This design comes from an exercise in tuning for small area and a short achievable clock period on the open sky130 flow, not from production work.
RTL that was checked went through simulation tests only; none was proved equivalent to the original.
Power figures rest on the tool's default switching activity, not on a simulated workload.

== T ==
// main
module main(
    input clk,
    input [19:0] data,
    output reg [7:0] result_Ra,
    output reg [7:0] result_Rb,
    output reg [7:0] result_Rc,
    output reg [7:0] result_Rd,
    output reg [15:0] result_bFloat,
    output reg SF,
    output reg ZF
    );
Size: about 64 flip-flops, ~9300 sq um of cells after synthesis.
==> flow/config.mk <==
export PLATFORM = sky130hd
export DESIGN_NAME = main
export DESIGN_NICKNAME = main
export VERILOG_FILES = /design/flow/design.v
export SDC_FILE = /design/flow/constraint.sdc
export NUM_CORES = 4
export LEC_CHECK = 0
export CAP_MARGIN = 20
export CORE_MARGIN = 2
export CORE_UTILIZATION = 40
export SLEW_MARGIN = 20
==> flow/constraint.sdc <==
create_clock -name core_clock -period 15.0 [get_ports {clk}]
set_input_delay 3.0000 -clock core_clock [delete_from_list [all_inputs] [get_ports {clk}]]
set_output_delay 3.0000 -clock core_clock [all_outputs]
set_load 0.01 [all_outputs]
standard.sh (not shown) runs the stock make flow with config.mk's settings and CLKGATE_MAP_FILE= SYNTH_SCRIPT=/design/flow/synth_recipe.tcl, a recipe that flattens the netlist after the stock synthesis.
==> flow/flow/run.sh <==
#!/bin/bash
# Own layout flow: the standard ORFS flow (standard.sh) with these changes:
#  - synthesis leaves the adders to ABC instead of extracting full/half adder cells,
#    and ABC runs its area script (ABC_AREA=1), which here also gives the shorter paths;
#  - the port buffers are buf_1 cells instead of the slow clkdlybuf4s50_1 (the resizer
#    then sizes them as it does any cell);
#  - repair_timing aims for 8.7 ns of setup slack, so it sizes up the critical paths.
set -euo pipefail
bash standard.sh ADDER_MAP_FILE= ABC_AREA=1 SETUP_SLACK_MARGIN=8.7 \
  "BUFFER_PORTS_ARGS=-buffer_cell sky130_fd_sc_hd__buf_1" finish > standard_flow.log 2>&1
Here is what was changed in the inputs of Q compared with T.
diff --git a/flow/design.v b/flow/design.v
--- a/flow/design.v
+++ b/flow/design.v
@@ -165,16 +165,26 @@
     wire t1 = f2 >= 8'd105, t2 = f2 >= 8'd125, t3 = f2 >= 8'd146, t4 = f2 >= 8'd167;
     wire t5 = f2 >= 8'd188, t6 = f2 >= 8'd209, t7 = f2 >= 8'd230, t8 = f2 >= 8'd250;
     wire [3:0] nC = {t8, t4 & ~t8, (t2 & ~t4) | (t6 & ~t8),
                      (t1 & ~t2) | (t3 & ~t4) | (t5 & ~t6) | (t7 & ~t8)};
     wire [10:0] uC = {2'd0, f2, 1'b0} + {7'd0, nC} + 11'd4;
     wire [10:0] u = ltA ? uA : ltB ? uB : uC;
     wire [6:0] bf_hi = u[10:4];      
-    wire [1:0] zk = u[10] ? 2'd0 : u[9] ? 2'd1 : u[8] ? 2'd2 : 2'd3;
-    wire [6:0] zm = u[10] ? u[9:3] : u[9] ? u[8:2] : u[8] ? u[7:1] : u[6:0];
+    wire [1:0] zk = ltA ? ((f2[3:0] == 4'd1) ? 2'd3 : (f2[3:0] == 4'd2) ? 2'd2 : (f2[3:0] < 4'd5) ? 2'd1 : 2'd0)
+                  : ltB ? ((f2 < 8'd13) ? 2'd3 : (f2 < 8'd25) ? 2'd2 : (f2 < 8'd50) ? 2'd1 : 2'd0)
+                  : ((f2 < 8'd125) ? 2'd3 : (f2 < 8'd250) ? 2'd2 : 2'd1);
+    reg [6:0] zm;
+    always @* begin
+        case (zk)
+        2'd0: zm = u[9:3];
+        2'd1: zm = u[8:2];
+        2'd2: zm = u[7:1];
+        default: zm = u[6:0];
+        endcase
+    end
     wire bs = f1[7];
     wire [7:0] mag = bs ? -f1 : f1;
     reg [2:0] e;
     always @* begin
         casez (mag)
         8'b1???????: e = 3'd7;
         8'b01??????: e = 3'd6;
Findings:
Placement-stage cell area: Q < T
[compare] base=T new=Q: maximum frequency went down about 0.4%, power attributed to combinational cells went down about 4.4%, core utilization went up 2.1 points.
Summary of Q over T: register-to-register slack fell 50 ps; power dissipated in sequential cells has remained practically unchanged; length of routed met3 wiring climbed about 46%.
Summary of the comparison: synthesized cell count is lower in Q, relative to T.
Q against T: largest voltage drop on the vdd net shows a reduction of 0.037 mV, total number of vias rose about 0.8%, sum of routed wire length over all layers shows a reduction of about 1%.
The clock share of power number comes out higher for Q vs T.
No functional check of the RTL was part of Q.

[afterwards: timing with drivers on the ports]
In the flow no input, the clock included, has a driving cell. The finished layouts below were timed again as built, in two steps. Step 1 assumes that a clkbuf_16 drives the clock port and a buf_2 every other input. Step 2 moves the port delays by t, midway between the first and last clock arrival at a register: inputs arrive t later, outputs are due t later. That takes back most of the time a late clock gives input paths. a / b / c = ideal ports / drivers / drivers and shift; a / b = the first two.
run	t (ns)	slack for setup (ns)	worst slew at a driven data input, ns	pins driven straight from the clock port
T	0.367	8.989 / 8.963 / 8.596	0.08	1
Q	0.375	8.965 / 8.977 / 8.602	0.07	1
After both steps setup and hold are still met in every run listed. The setup slack of T, which loses most, moves by -0.026 ns with the drivers and by -0.393 ns with both steps.
